What follows belongs to an exercise in optimizing a design on an open flow for small area and a short achievable clock period; a production flow would make more cautious choices.
Function was checked by simulation only, so behaviour that the tests miss may differ from the original.
Power figures rest on the tool's default switching activity, not on a simulated workload.

build 26:
// cpu
module cpu(input clk, reset, interrupt,
           input [7:0] datamem_data, usermem_data_in,
           output [7:0] datamem_address, usermem_address, usermem_data_out,
           output rw,
           output [7:0] v1, v2);
For scale: roughly 640 cells after synthesis, about 88 flip-flops, about 6100 um^2 of cells after synthesis.
clock: 8.5 ns
lec_check: 0
cap_margin: 20
core_margin: 2
core_utilization: 55
cts_buf_list: sky130_fd_sc_hd__clkbuf_8
cts_cluster_size: 30
place_density: 0.8
setup_slack_margin: 4.7
slew_margin: 20
standard.sh (not shown) runs the stock make flow with config.mk's settings and CLKGATE_MAP_FILE= SYNTH_SCRIPT=/design/flow/synth_recipe.tcl, a recipe that flattens the netlist after the stock synthesis.
==> flow/flow/run.sh <==
#!/bin/bash
# The standard layout (the standard.sh) with two changes: the port
# buffers are plain buf cells instead of the default delay-buffer cell, and
# Yosys does not map adders to the library's fixed half/full-adder cells
# (ABC maps that logic with the rest). Registers are untouched. ORFS writes
# each step's full log under orfs/logs; make's output goes to layout.log.
set -euo pipefail
bash standard.sh "ADDER_MAP_FILE=" "BUFFER_PORTS_ARGS=-buffer_cell sky130_fd_sc_hd__buf_2" finish > layout.log 2>&1
Having completed the whole flow, build 26 delivered a layout that passed the timing, DRC and antenna checks.
diff inputs: build 26 => build 62
Settings: swapping 4.7 for 4.4 in SETUP_SLACK_MARGIN; swapping 55 for 65 in CORE_UTILIZATION.
Results
- Build 26 reports its endpoint of the most critical setup path as v1[2] while build 62 reports cntrl0.regdata[6].
- Least setup slack across all paths after layout: build 62 worse than build 26
- Relative to build 26, portion of the layout cell area used by non-clock buffers has gone down in build 62.
- Build 62 vs build 26 — die outline width dropped 7.7%.
- Run comparison: build 26 critical path class input port to output port; build 62 critical path class input port to register
- Standard-cell row count: build 26 and build 62 compared, higher one is build 26
- Reported for build 26 and build 62, number of distinct library cells after synthesis turned out identical to the last digit.
Relative to build 62, the following input files were edited for build 35:
Settings: PLACE_DENSITY: 0.8 -> unset; SETUP_SLACK_MARGIN: 4.4 -> 4.3; CORE_UTILIZATION: 65 -> 55.
==> flow/flow/run.sh <==
#!/bin/bash
set -euo pipefail
W=$(pwd)
cat > "$W/flow_synth.tcl" <<EOT
proc abc {args} {
  set i [lsearch -exact \$args -script]
  if {\$i >= 0} { set args [lreplace \$args \$i [expr {\$i + 1}] -script $W/flow/abc.script] }
  puts "flow: abc \$args"
  yosys abc {*}\$args
}
source $W/synth_recipe.tcl
EOT
bash standard.sh "SYNTH_SCRIPT=$W/flow_synth.tcl" "ADDER_MAP_FILE=" \
  "BUFFER_PORTS_ARGS=-buffer_cell sky130_fd_sc_hd__buf_2" finish > layout.log 2>&1
==> flow/flow/abc.script (new file) <==
strash
&get -n
&fraig -x
&put
scorr
dc2
strash
dch -f
&get -n
&nf -R 1000
&put
### Flow results
Build 35 closes out successfully: all stages finished, all timing, DRC and antenna checks passed. Note that the total via count after detailed routing recorded for build 35 amounts to 1.05 times the value seen in build 62. Comparing number of ordinary and repair buffers in the finished layout for build 62 and build 35, the smaller number came from build 62. The higher slack of the critical path of build 62 and build 35 is in build 62. Compared with build 62, post-layout total power in build 35 increased by a little under 10%.
For build 63, these inputs were changed with respect to build 35:
Settings: changing CORE_UTILIZATION from 55 to 65; changing SETUP_SLACK_MARGIN from 4.3 to 4.4; setting PLACE_DENSITY to 0.9 for the first time.
==> flow/flow/run.sh <==
#!/bin/bash
# The standard layout (the standard.sh) with two changes: the port
# buffers are plain buf cells instead of the default delay-buffer cell, and
# Yosys does not map adders to the library's fixed half/full-adder cells
# (ABC maps that logic with the rest). Registers are untouched. ORFS writes
# each step's full log under orfs/logs; make's output goes to layout.log.
set -euo pipefail
bash standard.sh "ADDER_MAP_FILE=" "BUFFER_PORTS_ARGS=-buffer_cell sky130_fd_sc_hd__buf_2" finish > layout.log 2>&1
removed: flow/flow/abc.script
Results
Looking only at peak per-stage delay on the critical path, and setting everything else aside, the lower value of build 35 and build 63 goes to build 63.
The estimated power of build 63 ends up lower than the estimate for build 35.
Summary — final instance count without filler cells, build 63 relative to build 35: lower, by 105.
The inputs of build 14 differ from those of build 63 as listed below.
Settings: changing CTS_BUF_LIST from sky130_fd_sc_hd__clkbuf_8 to sky130_fd_sc_hd__clkbuf_4 sky130_fd_sc_hd__clkbuf_8; changing PLACE_DENSITY from 0.9 to 0.8.
==> comparison <==
Per the comparison of build 14 with build 63, average wire length per cell after detail routing went up; insertion delay to the later sink of the worst-skew pair went up.
Between build 14 and build 63, clock power is lower for build 14, build 63 comes in above that.
The run showing the smaller cell count is build 63.
Build 14 ended with every stage complete and zero timing, DRC or antenna violations.
Looking at share of cells above drive strength 1, build 14 sits 1.0 points above build 63.
Delta(combinational share of power, build 14 - build 63) > 0

---

exp/maple:
The RTL this note starts from:
==> flow/design.v <==
module ksadd (input [7:0] a, b, input cin, output [7:0] s);
wire [7:0] p0 = a ^ b;
wire [7:0] g0 = a & b;
wire [7:0] g1, p1, g2, p2, g3;
assign g1[0] = g0[0] | (p0[0] & cin);
assign p1[0] = 1'b0;
genvar i;
generate
    for (i = 1; i < 8; i = i + 1)
    begin : l1
        assign g1[i] = g0[i] | (p0[i] & (i == 1 ? g1[0] : g0[i-1]));
        assign p1[i] = p0[i] & p0[i-1];
    end
    for (i = 0; i < 8; i = i + 1)
    begin : l2
        if (i < 2)
        begin : lo
            assign g2[i] = g1[i];
            assign p2[i] = 1'b0;
        end
        else
        begin : hi
            assign g2[i] = g1[i] | (p1[i] & g1[i-2]);
            assign p2[i] = p1[i] & p1[i-2];
        end
    end
    for (i = 0; i < 8; i = i + 1)
    begin : l3
        if (i < 4)
        begin : lo
            assign g3[i] = g2[i];
        end
        else
        begin : hi
            assign g3[i] = g2[i] | (p2[i] & g2[i-4]);
        end
    end
endgenerate
assign s = p0 ^ {g3[6:0], cin};
endmodule
module alu (input [7:0] b, a,
            input [2:0] op,
            output reg [7:0] y);
wire [7:0] add, sub;
ksadd add0(a, b, 1'b0, add);
ksadd sub0(a, ~b, 1'b1, sub);
wire [7:0] rsn = (|b[7:3]) ? 8'b0 : (a >> b[2:0]);
always @*
begin
    case (op)
        3'd0: y = a | b;
        3'd1: y = a & b;
        3'd2: y = ~a;
        3'd3: y = a ^ b;
        3'd4: y = add;
        3'd5: y = sub;
        3'd6: y = b;
        default: y = rsn;
    endcase
end
endmodule
module pc (input clk, reset, jump, freeze,
           input [7:0] jmpaddr,
           output reg [7:0] data);
always @(posedge clk)
begin
    if (reset)
        data <= 8'b0;
    else if (jump)
        data <= jmpaddr;
    else if (!freeze)
        data <= data + 8'd1;
end
endmodule
module regfile (input clk, reset, we,
                input [1:0] wsel, rsel1, rsel2,
                input [7:0] wdata,
                output [7:0] read1, read2, v1, v2);
reg [7:0] r0, r1, r2, r3;
wire [7:0] d = reset ? 8'b0 : wdata;
always @(posedge clk)
begin
    if (reset || (we && wsel == 2'd0)) r0 <= d;
    if (reset || (we && wsel == 2'd1)) r1 <= d;
    if (reset || (we && wsel == 2'd2)) r2 <= d;
    if (reset || (we && wsel == 2'd3)) r3 <= d;
end
function [7:0] sel4(input [1:0] s, input [7:0] x0, x1, x2, x3);
    case (s)
        2'd0: sel4 = x0;
        2'd1: sel4 = x1;
        2'd2: sel4 = x2;
        default: sel4 = x3;
    endcase
endfunction
assign read1 = sel4(rsel1, r0, r1, r2, r3);
assign read2 = sel4(rsel2, r0, r1, r2, r3);
assign v1    = reset ? 8'b0 : r0;
assign v2    = reset ? 8'b0 : r1;
endmodule
module control (input clk, reset, interrupt,
                input [7:0] datamem_data, datamem_address, usermem_data_in,
                input [7:0] read1, read2, alu_out,
                output [1:0] rsel1, rsel2, wsel,
                output we,
                output [7:0] wdata,
                output reg [7:0] usermem_address, usermem_data_out, pc_jmpaddr,
                output reg rw,
                output pc_jump, pc_freeze);
localparam S0   = 3'd0;   
localparam S1   = 3'd1;   
localparam S2J  = 3'd2;   
localparam S2S  = 3'd3;   
localparam S3   = 3'd4;   
localparam S4   = 3'd5;   
localparam S56  = 3'd6;   
reg [2:0] stage;
reg [7:0] sp;
reg [7:0] regdata;           
reg [3:0] ins;               
wire [7:0] dd = datamem_data;
wire [3:0] hi = dd[7:4];
wire s0  = (stage == S0);
wire s1  = (stage == S1);
wire s4  = (stage == S4);
wire s56 = (stage == S56);
wire run = !interrupt && !reset;
wire rst = !interrupt && reset;   
wire eq  = (read1 == read2);
wire op_alu  = !dd[7];
wire op_jmp  = (hi == 4'h9);
wire op_call = (hi == 4'ha);
wire op_b    = (hi == 4'hb);
wire op_rts  = op_b && dd[3:0] == 4'h0;
wire op_stsp = op_b && dd[3:0] == 4'h1;
wire op_pop  = op_b && dd[3:0] == 4'h2;
wire op_ldsp = op_b && dd[3:0] == 4'h4;
wire op_push = op_b && dd[3:0] == 4'h8;
wire op_ieq  = (hi == 4'hc);
wire op_ine  = (hi == 4'hd);
wire op_two  = dd[7] && !dd[4] && !dd[5] && !dd[6] || (hi == 4'he) || (hi == 4'hf);
wire ins_ld  = (ins[3:2] == 2'b00);
wire ins_st  = (ins[3:2] == 2'b10);
wire ins_lum = (ins[3:2] == 2'b11);
assign rsel1 = dd[3:2];
assign rsel2 = dd[1:0];
assign wsel  = s1 ? ins[1:0] : dd[1:0];
assign pc_jump   = (stage == S2J) || s4;
assign pc_freeze = s56;
assign we    = !interrupt && ((s0 && (op_alu || op_stsp)) || (s1 && !ins_st));
assign wdata = s1 ? (ins_ld ? dd : regdata) : (dd[7] ? sp : alu_out);
wire       sp_dec = dd[4] && !dd[3];         
wire [7:0] sp_x   = sp ^ {8{sp_dec}};    
wire [7:0] sp_t;
assign sp_t[0] = 1'b1;
genvar k;
generate
    for (k = 1; k < 8; k = k + 1)
    begin : spt
        assign sp_t[k] = sp_t[k-1] & sp_x[k-1];
    end
endgenerate
wire [7:0] sp_pm  = sp ^ sp_t;
always @(posedge clk)
begin
    ins <= {dd[5:4], dd[1:0]};
    if (!interrupt && s0)
        usermem_data_out <= (!dd[6] && !dd[4]) ? datamem_address : read1;
    if (interrupt || reset || (s0 && (op_jmp || op_call)) || s4)
        pc_jmpaddr <= interrupt ? 8'hfd : reset ? 8'h00 : s4 ? usermem_data_in : read2;
    if (rst || (run && ((s0 && (op_alu || op_stsp)) || (s1 && ins_ld) || s56)))
        regdata <= reset ? 8'h00 : s56 ? usermem_data_in : wdata;
    if (rst || (run && s0 && (op_call || op_rts || op_pop || op_push || op_ldsp)))
        sp <= reset ? 8'h00 : op_ldsp ? read1 : sp_pm;
    if (rst || (run && ((s0 && (op_call || op_rts || op_pop || op_push)) || (s1 && !ins_ld))))
        usermem_address <= reset ? 8'h00 : s1 ? dd : op_push ? sp_pm : sp;
    if (!interrupt)
        rw <= !reset && ((s0 && (op_call || op_push)) || (s1 && ins_st));
    if (interrupt || reset)
        stage <= S2J;
    else
        case (stage)
        S0:
            if (op_jmp || op_call)                stage <= S2J;
            else if (op_rts)                      stage <= S4;
            else if (op_pop)                      stage <= S56;
            else if ((op_ieq && eq) || (op_ine && !eq)) stage <= S3;
            else if (op_two)                      stage <= S1;
            else                                  stage <= S0;
        S1:  stage <= ins_lum ? S56 : S0;
        S3:  stage <= (hi <= 4'hd) ? S0 : S2S;
        S4:  stage <= S2J;
        default: stage <= S0;     
        endcase
end
endmodule
module cpu(input clk, reset, interrupt,
           input [7:0] datamem_data, usermem_data_in,
           output [7:0] datamem_address, usermem_address, usermem_data_out,
           output rw,
           output [7:0] v1, v2);
    wire [1:0] rsel1, rsel2, wsel;
    wire [7:0] pc_jumpaddr, wdata, read1, read2, alu_out;
    wire we, pc_jump, pc_freeze;
    pc pc0(clk, reset, pc_jump, pc_freeze, pc_jumpaddr, datamem_address);
    regfile reg0(clk, reset, we, wsel, rsel1, rsel2, wdata, read1, read2, v1, v2);
    alu alu0(read1, read2, datamem_data[6:4], alu_out);
    control cntrl0(clk, reset, interrupt, datamem_data, datamem_address, usermem_data_in,
                   read1, read2, alu_out, rsel1, rsel2, wsel, we, wdata,
                   usermem_address, usermem_data_out, pc_jumpaddr, rw, pc_jump, pc_freeze);
endmodule
Settings: LEC_CHECK=0, CAP_MARGIN=20, CORE_MARGIN=2, CORE_UTILIZATION=55, CTS_BUF_LIST=sky130_fd_sc_hd__clkbuf_8, SETUP_SLACK_MARGIN=4.3, SLEW_MARGIN=20; clock period 8.5 ns.
==> flow/flow/run.sh <==
#!/bin/bash
# The standard layout (the standard.sh) with two changes: the port
# buffers are plain buf cells instead of the default delay-buffer cell, and
# Yosys does not map adders to the library's fixed half/full-adder cells
# (ABC maps that logic with the rest). Registers are untouched. ORFS writes
# each step's full log under orfs/logs; make's output goes to layout.log.
set -euo pipefail
bash standard.sh "ADDER_MAP_FILE=" "BUFFER_PORTS_ARGS=-buffer_cell sky130_fd_sc_hd__buf_2" finish > layout.log 2>&1
Inputs modified between exp/maple and exp/juniper:
- CTS_CLUSTER_SIZE: unset -> 30
==> flow/flow/run.sh <==
#!/bin/bash
set -euo pipefail
W=$(pwd)
cat > "$W/flow_synth.tcl" <<EOT
proc abc {args} {
  set i [lsearch -exact \$args -script]
  if {\$i >= 0} { set args [lreplace \$args \$i [expr {\$i + 1}] -script $W/flow/abc.script] }
  puts "flow: abc \$args"
  yosys abc {*}\$args
}
source $W/synth_recipe.tcl
EOT
bash standard.sh "SYNTH_SCRIPT=$W/flow_synth.tcl" "ADDER_MAP_FILE=" \
  "BUFFER_PORTS_ARGS=-buffer_cell sky130_fd_sc_hd__buf_2" finish > layout.log 2>&1
==> flow/flow/abc.script (new file) <==
strash
dch
&get -n
&dch -f
&nf -a
&put
--- outcome ---
Every stage of the flow completed for exp/juniper, and the final layout passed the timing, DRC and antenna checks. Between exp/juniper and exp/maple, it is exp/juniper whose synthesized-area fraction occupied by ao, oa, aoi and oai cells is higher, by 5.8 points. [compare] base=exp/maple new=exp/juniper: total number of nets in the final design moved up, synthesized cell count moved down. Summary of the comparison: number of buffer and inverter instances along the worst setup path is lower in exp/juniper, relative to exp/maple. exp/juniper vs exp/maple: placed instance count up in exp/juniper. In the reports for exp/juniper and exp/maple, the smaller share of the core filled with cells belongs to exp/maple. On total power: exp/juniper sits above exp/maple. Compared to exp/maple, exp/juniper shows a narrower setup margin.
Inputs modified between exp/juniper and exp/tundra:
- SETUP_SLACK_MARGIN: 4.3 -> 4.2
- PLACE_DENSITY: unset -> 0.8
==> flow/flow/run.sh <==
#!/bin/bash
# The standard layout (the standard.sh) with two changes: the port
# buffers are plain buf cells instead of the default delay-buffer cell, and
# Yosys does not map adders to the library's fixed half/full-adder cells
# (ABC maps that logic with the rest). Registers are untouched. ORFS writes
# each step's full log under orfs/logs; make's output goes to layout.log.
set -euo pipefail
bash standard.sh "ADDER_MAP_FILE=" "BUFFER_PORTS_ARGS=-buffer_cell sky130_fd_sc_hd__buf_2" finish > layout.log 2>&1
removed: flow/flow/abc.script
--- outcome ---
- Of exp/juniper and exp/tundra, exp/juniper shows the higher finished layout cell area, with exp/tundra below it.
- What exp/tundra reported for die area has to be multiplied by 0.940 to get the figure for exp/juniper.
- Between exp/juniper and exp/tundra, the difference in clock period minus worst slack is negligible.
[inputs] exp/zinc vs exp/tundra
- swapping 4.2 for 4.4 in SETUP_SLACK_MARGIN
- swapping 0.8 for 0.85 in PLACE_DENSITY
- swapping 55 for 75 in CORE_UTILIZATION
Findings:
exp/zinc did not finish; a tool error ended it in global routing (5_1_grt). Summary of exp/zinc over exp/tundra: worst slack at placement +190 ps, detailed-placement wirelength estimate +1.9%, number of placement rows -about 16%, cell area after placement ~0 delta, adder and majority cell fraction of the synthesized area ~0 delta. Re die width: exp/tundra was higher than exp/zinc. Delta (exp/zinc minus exp/tundra): routability congestion estimate shows no meaningful change, mux cell area share after synthesis stayed essentially flat. Synthesized flop and latch total across exp/zinc and exp/tundra: no real change. [exp/zinc] post-CTS repair timing setup buffer count rose 18 relative to exp/tundra. Comparing exp/zinc and exp/tundra, post-cts sizing count is lower on exp/tundra.
Here is what was changed in the inputs of exp/quartz compared with exp/zinc.
- CORE_UTILIZATION: 75 -> 55
- SETUP_SLACK_MARGIN: 4.4 -> 4.3
- PLACE_DENSITY: 0.85 -> 0.8
==> comparison <==
exp/quartz: done, clean on timing, DRC and antenna. Detailed-placement wirelength estimate: exp/quartz < exp/zinc. Overall die height delta for exp/quartz relative to exp/zinc: about 16% higher. [compare] base=exp/zinc new=exp/quartz: number of clock sinks seen by CTS level, number of ports placed on the die boundary level, number of cells in the design after placement moved up.
## Diff of input files: exp/willow against exp/quartz
- CORE_UTILIZATION changed from 55 to 65
==> comparison <==
exp/willow | stages: all done | timing, DRC, antenna: all pass
On highest cell delay on the worst timing path, the higher figure sits with exp/willow, not exp/quartz.
Changes observed in exp/willow relative to exp/quartz: overall power consumption dropped 3.2%, portion of total power attributed to sequential cells climbed 1.6 points, total number of vias barely changed, final non-filler cell area dropped about 1%.
exp/willow ended up with fewer standard cells than exp/quartz.
Worst setup slack for register-to-register paths was lower in exp/willow than in exp/quartz.
Clock insertion delay at the later pin of the skew report is lower on exp/willow

## re-timing with driven ports
The results above use ideal ports. As a check the final layouts listed here were re-extracted and re-timed, cells and wires unchanged. Step 1 (the two cells are an assumption about what drives the block):
set clk [get_ports {clk}]
set_driving_cell -lib_cell sky130_fd_sc_hd__clkbuf_16 $clk
set_driving_cell -lib_cell sky130_fd_sc_hd__buf_2 [delete_from_list [all_inputs] $clk]
Step 2, shift: input delay + t, output delay - t, t = (earliest + latest rising clock arrival at the registers) / 2. This alone moves slack from input paths to output paths. Three values: ideal ports, drivers, drivers and shift; two values: the first two.
| run | t, ns | setup slack, ns | worst hold slack (ns) | latest minus earliest clock arrival (ns) | slew at the worst register clock pin (ns) |
|---|---|---|---|---|---|
| build 26 | 0.423 | 4.539 / 4.463 / 4.040 | 0.557 / 0.557 / 0.557 | 0.015 / 0.016 | 0.10 / 0.10 |
| build 62 | 0.404 | 4.395 / 4.348 / 3.944 | 0.508 / 0.508 / 0.508 | 0.019 / 0.018 | 0.11 / 0.11 |
| build 35 | 0.397 | 3.851 / 3.823 / 3.426 | 0.537 / 0.537 / 0.537 | 0.012 / 0.012 | 0.09 / 0.09 |
| build 63 | 0.391 | 4.427 / 4.405 / 4.016 | 0.548 / 0.548 / 0.548 | 0.014 / 0.014 | 0.10 / 0.10 |
| build 14 | 0.403 | 4.409 / 4.355 / 3.951 | 0.510 / 0.510 / 0.510 | 0.018 / 0.017 | 0.10 / 0.10 |
| exp/maple | 0.408 | 4.359 / 4.339 / 3.931 | 0.537 / 0.537 / 0.537 | 0.014 / 0.014 | 0.09 / 0.09 |
| exp/juniper | 0.404 | 4.197 / 4.059 / 3.655 | 0.538 / 0.538 / 0.538 | 0.015 / 0.014 | 0.10 / 0.10 |
| exp/tundra | 0.412 | 4.200 / 4.192 / 3.780 | 0.543 / 0.543 / 0.543 | 0.018 / 0.018 | 0.10 / 0.10 |
| exp/quartz | 0.413 | 4.316 / 4.318 / 3.905 | 0.531 / 0.531 / 0.531 | 0.017 / 0.018 | 0.10 / 0.10 |
| exp/willow | 0.403 | 4.308 / 4.288 / 3.885 | 0.543 / 0.543 / 0.543 | 0.017 / 0.018 | 0.11 / 0.11 |
After both steps setup and hold are still met in every run listed. For exp/juniper, which loses most, drivers alone change the setup slack by -0.138 ns; drivers and shift together by -0.542 ns.
